This design comes from an exercise in tuning for small area, a short achievable clock period and few clock cycles on the open sky130 flow, not from production work. No functional check of the RTL was part of any run shown here. No activity file was given, so power comes from the tool's default toggle rates.

## config.mk

```make
export PLATFORM = sky130hd
export DESIGN_NAME = booth_mul
export DESIGN_NICKNAME = booth_mul
export VERILOG_FILES = /design/flow/design.v
export SDC_FILE = /design/flow/constraint.sdc
export NUM_CORES = 4
export LEC_CHECK = 0
export CAP_MARGIN = 20
export CORE_MARGIN = 2
export CORE_UTILIZATION = 40
export PLACE_DENSITY = 0.6
export SLEW_MARGIN = 20
```

## design.v

```verilog
module booth_mul(clk, rst, start, data_in, done, product);
  input clk, rst, start;
  input [31:0] data_in;
  output done;
  output [63:0] product;
  reg [31:0] M;              
  reg [31:0] Q;              
  reg [32:0] AS, AC;         
  reg [3:0] L1, L2;          
  reg [1:0] ONE, TWO, NEG;   
  reg [1:0] NG;              
  reg [1:0]  c;              
  reg        s_lm, s_lq, s_st, s_fin, s_dn;
  reg [2:0] cnt;
  assign done = s_dn;
  assign product = {AS[31:0], Q};
  wire idle = ~(s_lm | s_lq | s_st | s_fin);
  wire [4:0] nx = s_lq ? {data_in[3:0], 1'b0} : Q[7:3];
  wire nb0_2 = nx[2], nb0_1 = nx[1], nb0_0 = nx[0];
  wire nb1_2 = nx[4], nb1_1 = nx[3], nb1_0 = nx[2];
  wire [1:0] n_one = {nb1_1 ^ nb1_0, nb0_1 ^ nb0_0};
  wire [1:0] n_two = {(nb1_2 & ~nb1_1 & ~nb1_0) | (~nb1_2 & nb1_1 & nb1_0), (nb0_2 & ~nb0_1 & ~nb0_0) | (~nb0_2 & nb0_1 & nb0_0)};
  wire [1:0] n_neg = {nb1_2 & ~(nb1_1 & nb1_0), nb0_2 & ~(nb0_1 & nb0_0)};
  wire [32:0] x0 = {M[31], M} ^ {33{NEG[0]}};
  wire [33:0] pp0;
  assign pp0[32:0] = ({33{ONE[0]}} & x0) | ({33{TWO[0]}} & {x0[31:0], NEG[0]});
  assign pp0[33] = ~pp0[32];
  wire [32:0] x1 = {M[31], M} ^ {33{NEG[1]}};
  wire [33:0] pp1;
  assign pp1[32:0] = ({33{ONE[1]}} & x1) | ({33{TWO[1]}} & {x1[31:0], NEG[1]});
  assign pp1[33] = ~pp1[32];
  wire s1, k2, s3, k4, s5, k6, s7, k8, s9, k10, s11, k12, s13, k14, s15, k16, s17, k18, s19, k20, s21, k22, s23, k24, s25, k26, s27, k28, s29, k30, s31, k32, s33, k34, s35, k36, s37, k38, s39, k40, s41, k42, s43, k44, s45, k46, s47, k48, s49, k50, s51, k52, s53, k54, s55, k56, s57, k58, s59, k60, s61, k62, s63, k64, s65, k66, s67, k68, s69, k70, s71, k72, s73, k74, s75, k76, s77, k78, s79, k80, s81, k82, s83, k84, s85, k86, s87, k88, s89, k90, s91, k92, s93, k94, s95, k96, s97, k98, s99, k100, s101, k102, s103, k104, s105, k106, s107, k108, s109, k110, s111, k112, s113, k114, s115, k116, s117, k118, s119, k120, s121, k122, s123, k124, s125, k126, s127, k128, s129, k130;
  assign s1 = AS[2] ^ AC[2];
  assign k2 = AS[2] & AC[2];
  assign s3 = AS[3] ^ AC[3] ^ pp0[3];
  assign k4 = (AS[3] & AC[3]) | (AS[3] & pp0[3]) | (AC[3] & pp0[3]);
  assign s5 = AS[4] ^ AC[4] ^ pp0[4];
  assign k6 = (AS[4] & AC[4]) | (AS[4] & pp0[4]) | (AC[4] & pp0[4]);
  assign s7 = AS[5] ^ AC[5] ^ pp0[5];
  assign k8 = (AS[5] & AC[5]) | (AS[5] & pp0[5]) | (AC[5] & pp0[5]);
  assign s9 = AS[6] ^ AC[6] ^ pp0[6];
  assign k10 = (AS[6] & AC[6]) | (AS[6] & pp0[6]) | (AC[6] & pp0[6]);
  assign s11 = AS[7] ^ AC[7] ^ pp0[7];
  assign k12 = (AS[7] & AC[7]) | (AS[7] & pp0[7]) | (AC[7] & pp0[7]);
  assign s13 = AS[8] ^ AC[8] ^ pp0[8];
  assign k14 = (AS[8] & AC[8]) | (AS[8] & pp0[8]) | (AC[8] & pp0[8]);
  assign s15 = AS[9] ^ AC[9] ^ pp0[9];
  assign k16 = (AS[9] & AC[9]) | (AS[9] & pp0[9]) | (AC[9] & pp0[9]);
  assign s17 = AS[10] ^ AC[10] ^ pp0[10];
  assign k18 = (AS[10] & AC[10]) | (AS[10] & pp0[10]) | (AC[10] & pp0[10]);
  assign s19 = AS[11] ^ AC[11] ^ pp0[11];
  assign k20 = (AS[11] & AC[11]) | (AS[11] & pp0[11]) | (AC[11] & pp0[11]);
  assign s21 = AS[12] ^ AC[12] ^ pp0[12];
  assign k22 = (AS[12] & AC[12]) | (AS[12] & pp0[12]) | (AC[12] & pp0[12]);
  assign s23 = AS[13] ^ AC[13] ^ pp0[13];
  assign k24 = (AS[13] & AC[13]) | (AS[13] & pp0[13]) | (AC[13] & pp0[13]);
  assign s25 = AS[14] ^ AC[14] ^ pp0[14];
  assign k26 = (AS[14] & AC[14]) | (AS[14] & pp0[14]) | (AC[14] & pp0[14]);
  assign s27 = AS[15] ^ AC[15] ^ pp0[15];
  assign k28 = (AS[15] & AC[15]) | (AS[15] & pp0[15]) | (AC[15] & pp0[15]);
  assign s29 = AS[16] ^ AC[16] ^ pp0[16];
  assign k30 = (AS[16] & AC[16]) | (AS[16] & pp0[16]) | (AC[16] & pp0[16]);
  assign s31 = AS[17] ^ AC[17] ^ pp0[17];
  assign k32 = (AS[17] & AC[17]) | (AS[17] & pp0[17]) | (AC[17] & pp0[17]);
  assign s33 = AS[18] ^ AC[18] ^ pp0[18];
  assign k34 = (AS[18] & AC[18]) | (AS[18] & pp0[18]) | (AC[18] & pp0[18]);
  assign s35 = AS[19] ^ AC[19] ^ pp0[19];
  assign k36 = (AS[19] & AC[19]) | (AS[19] & pp0[19]) | (AC[19] & pp0[19]);
  assign s37 = AS[20] ^ AC[20] ^ pp0[20];
  assign k38 = (AS[20] & AC[20]) | (AS[20] & pp0[20]) | (AC[20] & pp0[20]);
  assign s39 = AS[21] ^ AC[21] ^ pp0[21];
  assign k40 = (AS[21] & AC[21]) | (AS[21] & pp0[21]) | (AC[21] & pp0[21]);
  assign s41 = AS[22] ^ AC[22] ^ pp0[22];
  assign k42 = (AS[22] & AC[22]) | (AS[22] & pp0[22]) | (AC[22] & pp0[22]);
  assign s43 = AS[23] ^ AC[23] ^ pp0[23];
  assign k44 = (AS[23] & AC[23]) | (AS[23] & pp0[23]) | (AC[23] & pp0[23]);
  assign s45 = AS[24] ^ AC[24] ^ pp0[24];
  assign k46 = (AS[24] & AC[24]) | (AS[24] & pp0[24]) | (AC[24] & pp0[24]);
  assign s47 = AS[25] ^ AC[25] ^ pp0[25];
  assign k48 = (AS[25] & AC[25]) | (AS[25] & pp0[25]) | (AC[25] & pp0[25]);
  assign s49 = AS[26] ^ AC[26] ^ pp0[26];
  assign k50 = (AS[26] & AC[26]) | (AS[26] & pp0[26]) | (AC[26] & pp0[26]);
  assign s51 = AS[27] ^ AC[27] ^ pp0[27];
  assign k52 = (AS[27] & AC[27]) | (AS[27] & pp0[27]) | (AC[27] & pp0[27]);
  assign s53 = AS[28] ^ AC[28] ^ pp0[28];
  assign k54 = (AS[28] & AC[28]) | (AS[28] & pp0[28]) | (AC[28] & pp0[28]);
  assign s55 = AS[29] ^ AC[29] ^ pp0[29];
  assign k56 = (AS[29] & AC[29]) | (AS[29] & pp0[29]) | (AC[29] & pp0[29]);
  assign s57 = AS[30] ^ AC[30] ^ pp0[30];
  assign k58 = (AS[30] & AC[30]) | (AS[30] & pp0[30]) | (AC[30] & pp0[30]);
  assign s59 = AS[31] ^ pp0[31];
  assign k60 = AS[31] & pp0[31];
  assign s61 = AS[32] ^ pp0[32];
  assign k62 = AS[32] & pp0[32];
  assign s63 = AS[0] ^ AC[0];
  assign k64 = AS[0] & AC[0];
  assign s65 = AS[1] ^ AC[1] ^ pp0[1];
  assign k66 = (AS[1] & AC[1]) | (AS[1] & pp0[1]) | (AC[1] & pp0[1]);
  assign s67 = pp0[2] ^ pp1[0] ^ s1;
  assign k68 = (pp0[2] & pp1[0]) | (pp0[2] & s1) | (pp1[0] & s1);
  assign s69 = pp1[1] ^ s3 ^ k2;
  assign k70 = (pp1[1] & s3) | (pp1[1] & k2) | (s3 & k2);
  assign s71 = pp1[2] ^ s5 ^ k4;
  assign k72 = (pp1[2] & s5) | (pp1[2] & k4) | (s5 & k4);
  assign s73 = pp1[3] ^ s7 ^ k6;
  assign k74 = (pp1[3] & s7) | (pp1[3] & k6) | (s7 & k6);
  assign s75 = pp1[4] ^ s9 ^ k8;
  assign k76 = (pp1[4] & s9) | (pp1[4] & k8) | (s9 & k8);
  assign s77 = pp1[5] ^ s11 ^ k10;
  assign k78 = (pp1[5] & s11) | (pp1[5] & k10) | (s11 & k10);
  assign s79 = pp1[6] ^ s13 ^ k12;
  assign k80 = (pp1[6] & s13) | (pp1[6] & k12) | (s13 & k12);
  assign s81 = pp1[7] ^ s15 ^ k14;
  assign k82 = (pp1[7] & s15) | (pp1[7] & k14) | (s15 & k14);
  assign s83 = pp1[8] ^ s17 ^ k16;
  assign k84 = (pp1[8] & s17) | (pp1[8] & k16) | (s17 & k16);
  assign s85 = pp1[9] ^ s19 ^ k18;
  assign k86 = (pp1[9] & s19) | (pp1[9] & k18) | (s19 & k18);
  assign s87 = pp1[10] ^ s21 ^ k20;
  assign k88 = (pp1[10] & s21) | (pp1[10] & k20) | (s21 & k20);
  assign s89 = pp1[11] ^ s23 ^ k22;
  assign k90 = (pp1[11] & s23) | (pp1[11] & k22) | (s23 & k22);
  assign s91 = pp1[12] ^ s25 ^ k24;
  assign k92 = (pp1[12] & s25) | (pp1[12] & k24) | (s25 & k24);
  assign s93 = pp1[13] ^ s27 ^ k26;
  assign k94 = (pp1[13] & s27) | (pp1[13] & k26) | (s27 & k26);
  assign s95 = pp1[14] ^ s29 ^ k28;
  assign k96 = (pp1[14] & s29) | (pp1[14] & k28) | (s29 & k28);
  assign s97 = pp1[15] ^ s31 ^ k30;
  assign k98 = (pp1[15] & s31) | (pp1[15] & k30) | (s31 & k30);
  assign s99 = pp1[16] ^ s33 ^ k32;
  assign k100 = (pp1[16] & s33) | (pp1[16] & k32) | (s33 & k32);
  assign s101 = pp1[17] ^ s35 ^ k34;
  assign k102 = (pp1[17] & s35) | (pp1[17] & k34) | (s35 & k34);
  assign s103 = pp1[18] ^ s37 ^ k36;
  assign k104 = (pp1[18] & s37) | (pp1[18] & k36) | (s37 & k36);
  assign s105 = pp1[19] ^ s39 ^ k38;
  assign k106 = (pp1[19] & s39) | (pp1[19] & k38) | (s39 & k38);
  assign s107 = pp1[20] ^ s41 ^ k40;
  assign k108 = (pp1[20] & s41) | (pp1[20] & k40) | (s41 & k40);
  assign s109 = pp1[21] ^ s43 ^ k42;
  assign k110 = (pp1[21] & s43) | (pp1[21] & k42) | (s43 & k42);
  assign s111 = pp1[22] ^ s45 ^ k44;
  assign k112 = (pp1[22] & s45) | (pp1[22] & k44) | (s45 & k44);
  assign s113 = pp1[23] ^ s47 ^ k46;
  assign k114 = (pp1[23] & s47) | (pp1[23] & k46) | (s47 & k46);
  assign s115 = pp1[24] ^ s49 ^ k48;
  assign k116 = (pp1[24] & s49) | (pp1[24] & k48) | (s49 & k48);
  assign s117 = pp1[25] ^ s51 ^ k50;
  assign k118 = (pp1[25] & s51) | (pp1[25] & k50) | (s51 & k50);
  assign s119 = pp1[26] ^ s53 ^ k52;
  assign k120 = (pp1[26] & s53) | (pp1[26] & k52) | (s53 & k52);
  assign s121 = pp1[27] ^ s55 ^ k54;
  assign k122 = (pp1[27] & s55) | (pp1[27] & k54) | (s55 & k54);
  assign s123 = pp1[28] ^ s57 ^ k56;
  assign k124 = (pp1[28] & s57) | (pp1[28] & k56) | (s57 & k56);
  assign s125 = pp1[29] ^ s59 ^ k58;
  assign k126 = (pp1[29] & s59) | (pp1[29] & k58) | (s59 & k58);
  assign s127 = pp1[30] ^ s61 ^ k60;
  assign k128 = (pp1[30] & s61) | (pp1[30] & k60) | (s61 & k60);
  assign s129 = pp0[33] ^ pp1[31] ^ k62;
  assign k130 = (pp0[33] & pp1[31]) | (pp0[33] & k62) | (pp1[31] & k62);
  wire [3:0] t_l1 = {s69, s67, s65, pp0[0]};
  wire [3:0] t_l2 = {k68, k66, k64, s63};
  wire [32:0] t_h1 = {1'b0, pp1[33], pp1[32], s129, s127, s125, s123, s121, s119, s117, s115, s113, s111, s109, s107, s105, s103, s101, s99, s97, s95, s93, s91, s89, s87, s85, s83, s81, s79, s77, s75, s73, s71};
  wire [32:0] t_h2 = {1'b0, 1'b0, k130, k128, k126, k124, k122, k120, k118, k116, k114, k112, k110, k108, k106, k104, k102, k100, k98, k96, k94, k92, k90, k88, k86, k84, k82, k80, k78, k76, k74, k72, k70};
  wire [3:0] ngp = {1'b0, NG[1], c[1], NG[0]};
  wire [5:0] lo = L1 + L2 + ngp + {5'd0, c[0]};
  localparam [31:0] KOFF = 32'h55555556;
  wire [35:0] fa_a = {AS[31:0], L1};
  wire [35:0] fa_b = {AC[31:0], L2};
  wire [35:0] fa_k = {KOFF, ngp};
  wire [35:0] f_s = fa_a ^ fa_b ^ fa_k;
  wire [35:0] f_c = (fa_a & fa_b) | (fa_a & fa_k) | (fa_b & fa_k);
  wire [35:0] fin = f_s + {f_c[34:0], 1'b0} + {35'd0, c[0]};
  always @(posedge clk) begin
    if (rst) begin
      s_lm <= 1'b0; s_lq <= 1'b0; s_st <= 1'b0; s_fin <= 1'b0; s_dn <= 1'b0;
    end else begin
      s_lm <= idle & start;
      s_lq <= s_lm;
      s_st <= s_lq | (s_st & (cnt != 3'd7));
      s_fin <= s_st & (cnt == 3'd7);
      if (idle & start) s_dn <= 1'b0;
      else if (s_fin) s_dn <= 1'b1;
    end
  end
  always @(posedge clk) begin
    if (s_lq) cnt <= 3'd0;
    else if (s_st) cnt <= cnt + 3'd1;
  end
  always @(posedge clk) begin
    if (s_lm) M <= data_in;
  end
  always @(posedge clk) begin
    ONE <= n_one; TWO <= n_two; NEG <= n_neg;
    NG <= s_st ? NEG : 2'd0;
    L1 <= s_st ? t_l1 : 4'd0;
    L2 <= s_st ? t_l2 : 4'd0;
    AC <= s_st ? t_h2 : 33'd0;
    c <= s_st ? lo[5:4] : 2'd0;
  end
  always @(posedge clk) begin
    if (s_lq) Q <= data_in;
    else if (s_st | s_fin) Q <= {lo[3:0], Q[31:4]};
  end
  always @(posedge clk) begin
    if (s_lq) AS <= 33'd0;
    else if (s_st) AS <= t_h1;
    else if (s_fin) AS <= {1'b0, fin[35:4]};
  end
endmodule
```

## constraint.sdc

```tcl
create_clock -name core_clock -period 5.0 [get_ports {clk}]
set_input_delay 1.0000 -clock core_clock [delete_from_list [all_inputs] [get_ports {clk}]]
set_output_delay 1.0000 -clock core_clock [all_outputs]
set_load 0.01 [all_outputs]
```

## run.sh

```bash
#!/bin/bash
# synth_recipe.tcl (not shown) runs the flow's synth.tcl, then flattens the netlist and writes it again
# the make line also repeats each setting of config.mk as NAME=value (left out here)
make -C /OpenROAD-flow-scripts/flow DESIGN_CONFIG=/design/flow/config.mk WORK_HOME=/design/flow/orfs CLKGATE_MAP_FILE= SYNTH_SCRIPT=/design/flow/synth_recipe.tcl finish
```

==> metrics.md, run 1 <==
| Metric | Value |
|---|---|
| Nets@finish | ~1,300 |
| Setup Fix Bufs, Post-CTS | 0 |
| Worst Skew | roughly 0.016 ns |
| Hold WS | 0.4911 ns |
| Status | finished clean |
| Total routed wirelength | roughly 27,000 um |
| Placeable core area | between 20,000 and 30,000 um^2 |
| Cells resized by post-CTS repair | 0 |
| Peak VDD IR | about 0.00021 V |
| Clock root buffer | clkbuf_16 |
| Die W | approximately 170 um |
| H-Tree Depth | 4 |
| Worst-path clk slew | around 0.08 ns |
| Initial antenna violation count | 0 |
| Final period util | about two thirds |
| TritonCTS clock tree | done |
| Fmax | around 300 MHz |
| Setup TNS | 0 ns |
| # rows | slightly below 60 |
| DR iter-0 viols | 430 |
| I/O Buffers | 99 |
| Avg Cell Area, Syn | roughly 10 um^2 |
| Final min period | roughly 3.3 ns |
| Worst Path Arrival | ~3.7 ns |
| Worst-case clock buffer depth | 2 |
| Crit path required time | around 5.3 ns |
| Setup CP Type | register to register |
| PD cells | roughly 460 nW/um^2 |
| Fraction of layout cells with a size suffix above 1 | under 10% |
| Cts hold-fix bufs | 0 |
| Dominant synthesized flop cell | dfxtp_1 |
| Post-route ant nets | 0 |
| Worst-Margin Slew | 1.035 ns |
| Chip height | 167.8 um |
| Starting Density | 40.94% |
| Total CTS buffers | 17 |
| Synth Register Bits | 153 |
| Wire per inst | between 15 and 20 um |
| Setup slack, reg-to-reg | roughly 1.7 ns |
| Max Cap Viol | 0 |
| Synthesized area | 10,730 um^2 |
| Via count of the routed design | slightly below 8,000 |
| GPL Wtd Cong | around 0.84 |
| Via/cell ratio | between 5 and 6 |
| Net Count, Synth | between 1,000 and 1,500 |
| N_diodes | 0 |
| Drc violations | 0 |
| Filler cells | around 2,400 |
| Synthesis warning total | 1 |
| Fin. Hold Viols | 0 |
| Seq/Total Area, Yosys | approximately a third |
| HPWL after DPL | between 15,000 and 20,000 um |
| Largest net degree at the start of global routing | 61 |
| Area growth syn-to-layout | 17.39% |
| Drt first pass iters | 5 |
| Slew Limit Fails | 0 |
| Io pins | 100 |
| Vias in the first global route | around 8,000 |
| Leakage | about 0.0056 uW |
| Hold/Removal Path Class | register to register |
| Worst-skew pair later-pin latency | around 0.44 ns |
| DIE AREA | about 28,000 um^2 |
| Number of flops mapped to enable cells by yosys | 64 |
| Cells after Synth | between 1,000 and 1,500 |
| Async S/R FF share, synth | 0% |
| Slew HR | between 30% and 40% |
| GRT Residual Overflow | 0 |
| Synth cell types | between 60 and 70 |
| RSZ-0062 raised after global routing | no |
| Crit path launch type | register |
| Clk sinks | 153 |
| Crit-path max FO | 5 |
| First-pass GRT wire length | 43,010 um |
| CP Capture Type | register |
| Final setup fails | 0 |
| GRT Resource Usage Total | between 10% and 20% |
[metal layers]
metal / GRT usage, % / vias to the layer above / part of all wire (%)
li1: - / 3820 / -
met2: 31.53 / 172 / 46
met4: 4.008 / 0 / 0.72
met3: 3.640 / 17 / 4.2
met1: 27.40 / 3801 / 49
met5: 0 / - / 0
[power by group]
group          internal, uW  total [uW]  switching, uW  leakage, uW
clock                   675        1330            651     0.000293
sequential             1480        1680            196      0.00133
combinational          1220        2760           1540      0.00396
[final timing paths]
path | cells past startpoint | start | endpoint
worst max register to register | 10 | L1[2] | AS[27]
worst min-delay path | 2 | s_dn | s_dn
worst max-delay path | 10 | L1[2] | AS[27]
worst min register to register | 2 | s_dn | s_dn
[state kept, by name, summed over array words and instances (netlist names), 2 cells and up]
name,cells
L1,4
cnt,3
AS,32
M,32
NEG,2
Q,32
ONE,2
c,2
TWO,2
L2,4
NG,2
AC,31
[Yosys cell counts, types with 3 or more instances]
| library cell | instances | share of area (%) |
|---|---|---|
| inv_1 | 171 | 6.0 |
| dfxtp_1 | 89 | 17 |
| ha_1 | 77 | 9.0 |
| xor2_1 | 72 | 5.9 |
| fa_1 | 65 | 12 |
| edfxtp_1 | 64 | 18 |
| a21oi_1 | 51 | 2.4 |
| clkbuf_1 | 43 | 1.5 |
| and2_1 | 39 | 2.3 |
| a22o_1 | 32 | 2.6 |
| a22oi_1 | 32 | 2.2 |
| nor2_1 | 32 | 1.1 |
| nor3_1 | 29 | 1.4 |
| mux2_2 | 27 | 2.8 |
| nand2_1 | 27 | 0.94 |
| nor2b_1 | 27 | 1.6 |
| a21o_1 | 25 | 1.7 |
| o21ai_0 | 20 | 0.93 |
| nand3_1 | 14 | 0.65 |
| mux2i_1 | 11 | 1.0 |
| a211oi_1 | 10 | 0.70 |
| and3_1 | 9 | 0.52 |
| or3_1 | 9 | 0.52 |
| xnor2_1 | 9 | 0.73 |
| buf_1 | 8 | 0.28 |
| a31oi_1 | 6 | 0.35 |
| nand4_1 | 6 | 0.35 |
| o21a_1 | 6 | 0.42 |
| a221oi_1 | 4 | 0.33 |
| nor3b_1 | 4 | 0.28 |
| o211ai_1 | 4 | 0.28 |
| o31a_1 | 4 | 0.33 |
| a211o_1 | 3 | 0.24 |
| buf_2 | 3 | 0.14 |
| nand3b_1 | 3 | 0.21 |
| o31ai_1 | 3 | 0.21 |
| or2_2 | 3 | 0.17 |
[cells in the final DEF, fill, tap and decap left out, drive strengths merged, types with 4 or more instances in the layout]
master and instances:
ha 77, clkinv 5, a221oi 5, nand4 6
clkbuf 17, o21ai 20, nor2 32, xor2 72
inv 181, o211ai 4, nand3 14, nand2 27
xnor2 9, fa 65, nor2b 27, a21oi 51
dfxtp 89, a22o 32, mux2i 11, nor3 29
o21a 6, o31a 4, and2 39, buf 10
a22oi 32, edfxtp 64, or3 9, a21o 25
and3 10, nor3b 4, mux2 27, a211oi 11
clkdlybuf4s50 99, a31oi 6
[worst max-delay path: stages, from the launching register on]
cell and delay, ns:
dfxtp_1 0.32, fa_1 0.51, ha_1 0.32, a21oi_1 0.24
a21oi_1 0.17, a211oi_2 0.41, a211oi_1 0.26, o311ai_2 0.43
nand3_1 0.11, nor3b_1 0.15, o31a_1 0.31
[through the flow]
step | utilization, % | instances | power (uW) | cell area (um^2) | worst slack [ns]
6_report | 48.05 | 1497 | 5768 | 12590 | 1.673
5_1_grt | 48.05 | 1497 | 6242 | 12590 | 1.455
4_1_cts | 48.05 | 1497 | 5803 | 12590 | 1.668
3_5_place_dp | 45.80 | 1465 | 4461 | 12000 | 1.701
3_3_place_gp | 45.80 | 1465 | 4446 | 12000 | 1.769
2_1_floorplan | - | 1076 | 3568 | 10730 | 1.961
[cells by family (layout without fill, tap and decap cells)]
family	after synthesis	in the layout	share of synthesized area, %
buf+inv	226	312	8.013
xor+xnor	81	81	6.613
flops	153	153	34.52
fa+ha+maj	142	142	21.11
mux	38	38	3.861
compound gates	224	224	15.09
simple gates	212	212	10.79
[final cells by class]
cell class	count	area [um^2]	share of cell area (%)
Clock buffer	17	425.4	3.378
Timing Repair Buffer	109	1066	8.465
Clock inverter	15	165.2	1.311
Sequential cell	153	3711	29.47
Multi-Input combinational cell	697	6165	48.95
Inverter	171	641.9	5.097
Tap cell	335	419.2	3.328
==> inputs of run 2 (changes only) <==
--- a/config.mk
+++ b/config.mk
@@ -9,4 +9,5 @@
 export CORE_MARGIN = 2
-export CORE_UTILIZATION = 40
-export PLACE_DENSITY = 0.6
+export CORE_UTILIZATION = 60
+export PLACE_DENSITY = 0.75
+export SETUP_SLACK_MARGIN = 2.0
 export SLEW_MARGIN = 20
==> metrics.md, run 2 <==
| Metric | Value |
|---|---|
| GRT Residual Overflow | 0 (unchanged) |
| Hold path start | s_dn |
| Synthesis warning total | 1 (unchanged) |
| Vias in the first global route | 8,165 (+0.52%) |
| Final min period | 3.057 ns (-0.2704 ns) |
| Via count of the routed design | 8,098 (+3.7%) |
| Nets@finish | 1,334 (+0.60%) |
| Clk sinks | 153 (unchanged) |
| Peak VDD IR | 0.0003584 V (+68%) |
| Placeable core area | 17,420 um^2 (-34%) |
| Net Count, Synth | 1,253 (unchanged) |
| Crit path launch type | register |
| Drc violations | 0 (unchanged) |
| Worst Skew | 0.01065 ns (-0.005448 ns) |
| Hold path depth | 2 (unchanged) |
| Drt first pass iters | 5 (unchanged) |
| Commonest cells after routing, fill and taps aside | inv_1 (160), clkdlybuf4s50_1 (99), dfxtp_1 (78) |
| Slew Limit Fails | 0 (unchanged) |
| Via/cell ratio | 5.805 (+11%) |
| Filler cells | 1,254 (-48%) |
| Cells after Synth | 1,076 (unchanged) |
| RSZ-0062 raised after global routing | yes |
| Initial antenna violation count | 0 (unchanged) |
| Worst slack at placement | 1.700 ns (-0.0004700 ns) |
| Seq/Total Area, Yosys | 34.52% (unchanged) |
| # rows | 48 (-19%) |
| Share of the synthesized area in the top cell type | 17.91% (unchanged) |
| HPWL after DPL | 18,870 um (-5.6%) |
| H-Tree Depth | 4 (unchanged) |
| Hold/Removal Path Class | register to register |
| CP Capture Type | register |
| Reg2reg end | AS[21] |
| Synthesized area | 10,730 um^2 (unchanged) |
| Main area contributors after synthesis | edfxtp_1 (18%), dfxtp_1 (17%), fa_1 (12%) |
| Chip height | 137.7 um (-18%) |
| Worst-Margin Slew | 1.035 ns (-0.0004785 ns) |
| Fmax | 327.1 MHz (+8.8%) |
| Io pins | 100 (unchanged) |
| Starting Density | 61.59% (+21 points) |
| DR iter-0 viols | 474 (+10%) |
| Die W | 137.7 um (-18%) |
| Fraction of layout cells with a size suffix above 1 | 12.82% (+5.4 points) |
| Synth cell types | 64 (unchanged) |
| Biggest regs | AS x32, M x32, Q x32 |
| Max Cap Viol | 0 (unchanged) |
| Final setup fails | 0 (unchanged) |
| Worst Path Arrival | 3.40 ns (-0.26 ns) |
| Clock root buffer | clkbuf_16 |
| Synth top cells by count | inv_1 (171), dfxtp_1 (89), ha_1 (77), xor2_1 (72), fa_1 (65) |
| Worst-skew pair later-pin latency | 0.43 ns (about the same) |
| Hold EP | s_dn |
| Fin. Hold Viols | 0 (unchanged) |
| TritonCTS clock tree | done |
| Avg Cell Area, Syn | 9.970 um^2 (unchanged) |
| Most area-hungry cell type in the Yosys netlist | edfxtp_1 |
| Dominant synthesized flop cell | dfxtp_1 |
| DIE AREA | 18,970 um^2 (-33%) |
| Worst-path clk slew | 0.07 ns (about the same) |
| Leakage | 0.005643 uW (+1.2%) |
| Setup slack, reg-to-reg | 1.94 ns (+0.27 ns) |
| Final Cell Area | 12,870 um^2 (+2.2%) |
| Final period util | 61.14% (-5.4 points) |
| Crit-path max FO | 3 (-2) |
| Wire per inst | 18.72 um (+4.8%) |
| Total routed wirelength | 26,110 um (-2.4%) |
| Area growth syn-to-layout | 19.98% |
| Crit path required time | 5.35 ns (+0.02 ns) |
| FF-to-FF path depth | 10 (unchanged) |
| Area after DPL | 11,860 um^2 (-1.2%) |
| First-pass GRT wire length | 41,460 um (-3.6%) |
| Total CTS buffers | 17 (unchanged) |
| GRT Resource Usage Total | 28.72% (+9.2 points) |
| Largest net degree at the start of global routing | 67 (+9.8%) |
| Worst-case clock buffer depth | 2 (unchanged) |
| Commonest non-fill, non-tap cell in the layout | inv_1 |
| Post-route ant nets | 0 (unchanged) |
| PD cells | 469.5 nW/um^2 (+2.5%) |
| Status | finished clean |
| PnR worst setup slack | 1.943 ns (+0.2704 ns) |
| Setup CP Type | register to register |
| Number of flops mapped to enable cells by yosys | 64 (unchanged) |
| Worst r2r src | c[1] |
| Slew HR | 31.00% (+0.032 points) |
| Async S/R FF share, synth | 0% (unchanged) |
| N_diodes | 0 (unchanged) |
| Count leader, synth | inv_1 |
| GPL Wtd Cong | 0.9279 (+11%) |
| Design Power | 6043 uW (+4.8%) |
| I/O Buffers | 99 (unchanged) |
| Setup TNS | 0 ns (unchanged) |
| Synth Register Bits | 153 (unchanged) |
## run 2: cell counts after synthesis
No cell type changed its count.
## run 2: worst max-delay path by stage
stage / startpoint / slack, ns / endpoint
CTS: NG[1] / 1.90 / AS[21]
global route: c[1] / 1.83 / AS[21]
floorplan: AS[4] / 2.03 / AS[31]
global placement: L1[2] / 1.81 / AS[31]
detailed placement: L1[2] / 1.70 / AS[31]
finish: c[1] / 1.94 / AS[21]
## run 2: logic make-up after synthesis
kind of cell               synth area share (%)
buffers and inverters                     8.013
AOI/OAI and AO/OA                         15.09
and+or+nand+nor                           10.79
DFF                                       34.52
adders and majority gates                 21.11
xor gates and xnor gates                  6.613
muxes                                     3.861
## run 2: stage by stage
stage                     util, %  instances  hold slack [ns]
after floorplan                 -       1076           0.4647
after global placement      68.10       1354           0.4827
after detailed placement    68.10       1354           0.4972
after CTS                   72.50       1391           0.5113
after global routing        73.90       1395           0.5449
final                       73.90       1395           0.5136
## run 2: power by group
| group | internal (uW) | total [uW] | switching [uW] |
|---|---|---|---|
| clock network | 725 | 1310 | 586 |
| logic | 1390 | 3060 | 1670 |
| registers | 1490 | 1670 | 187 |
| total | 3600 | 6040 | 2440 |
## run 2: what timing repair did
item                                    4_1_cts  5_1_grt
setup buffers                                 5        4
cloned                                        0        0
hold buffers                                  0        0
endpoints found under the hold margin         0        0
pin swaps                                    22       23
endpoints found under the setup margin       13       26
gates resized for setup                      24       45
## run 2: area by class of cell
type	count	area (um^2)	share of cell area [%]
multi-input combinational	697	6504	50.53
timing repair buffer	117	1130	8.778
sequential	153	3722	28.92
inverter	171	641.9	4.987
tap	225	281.5	2.187
clock inverter	13	148.9	1.157
clock buffer	19	442.9	3.441
## run 2: per-layer routing
layer	up-vias	wire [um]	track usage (%)
met4	0	265	6.122
met1	3961	11670	39.00
li1	3841	-	-
met3	26	1763	7.358
met5	-	0	0
met2	270	12410	46.74
## run 2: worst max-delay path, stage by stage (launching register included)
cell and delay (ns):
dfxtp_1 0.32, fa_1 0.50, ha_1 0.30, nand4_1 0.12, a21o_1 0.22, a21o_1 0.20, and3b_2 0.25, a2111oi_4 0.42
nor3_1 0.09, or3_1 0.35, a221oi_2 0.21

==> afterwards: timing with drivers on the ports <==
The results above use ideal ports. As a check the final layouts listed here were re-extracted and re-timed, cells and wires unchanged.
Step 1 sets driving cells, clkbuf_16 on the clock port and buf_2 on the other inputs (assumed; they add their load-dependent delay and slew).
Step 2 also shifts input and output timing later by t, the mid clock arrival at the registers, as if the neighbouring blocks saw the same clock.
a / b / c = no drivers / after step 1 / after step 2; a / b = the first two.
run | t, ns | slack for setup (ns) | worst setup path at the end | worst register clock-pin slew, ns
run 1 | 0.481 | 1.673 / 1.673 / 1.673 | register to register | 0.08 / 0.08
run 2 | 0.475 | 1.943 / 1.943 / 1.943 | register to register | 0.07 / 0.07
After both steps every run listed still meets setup and hold.
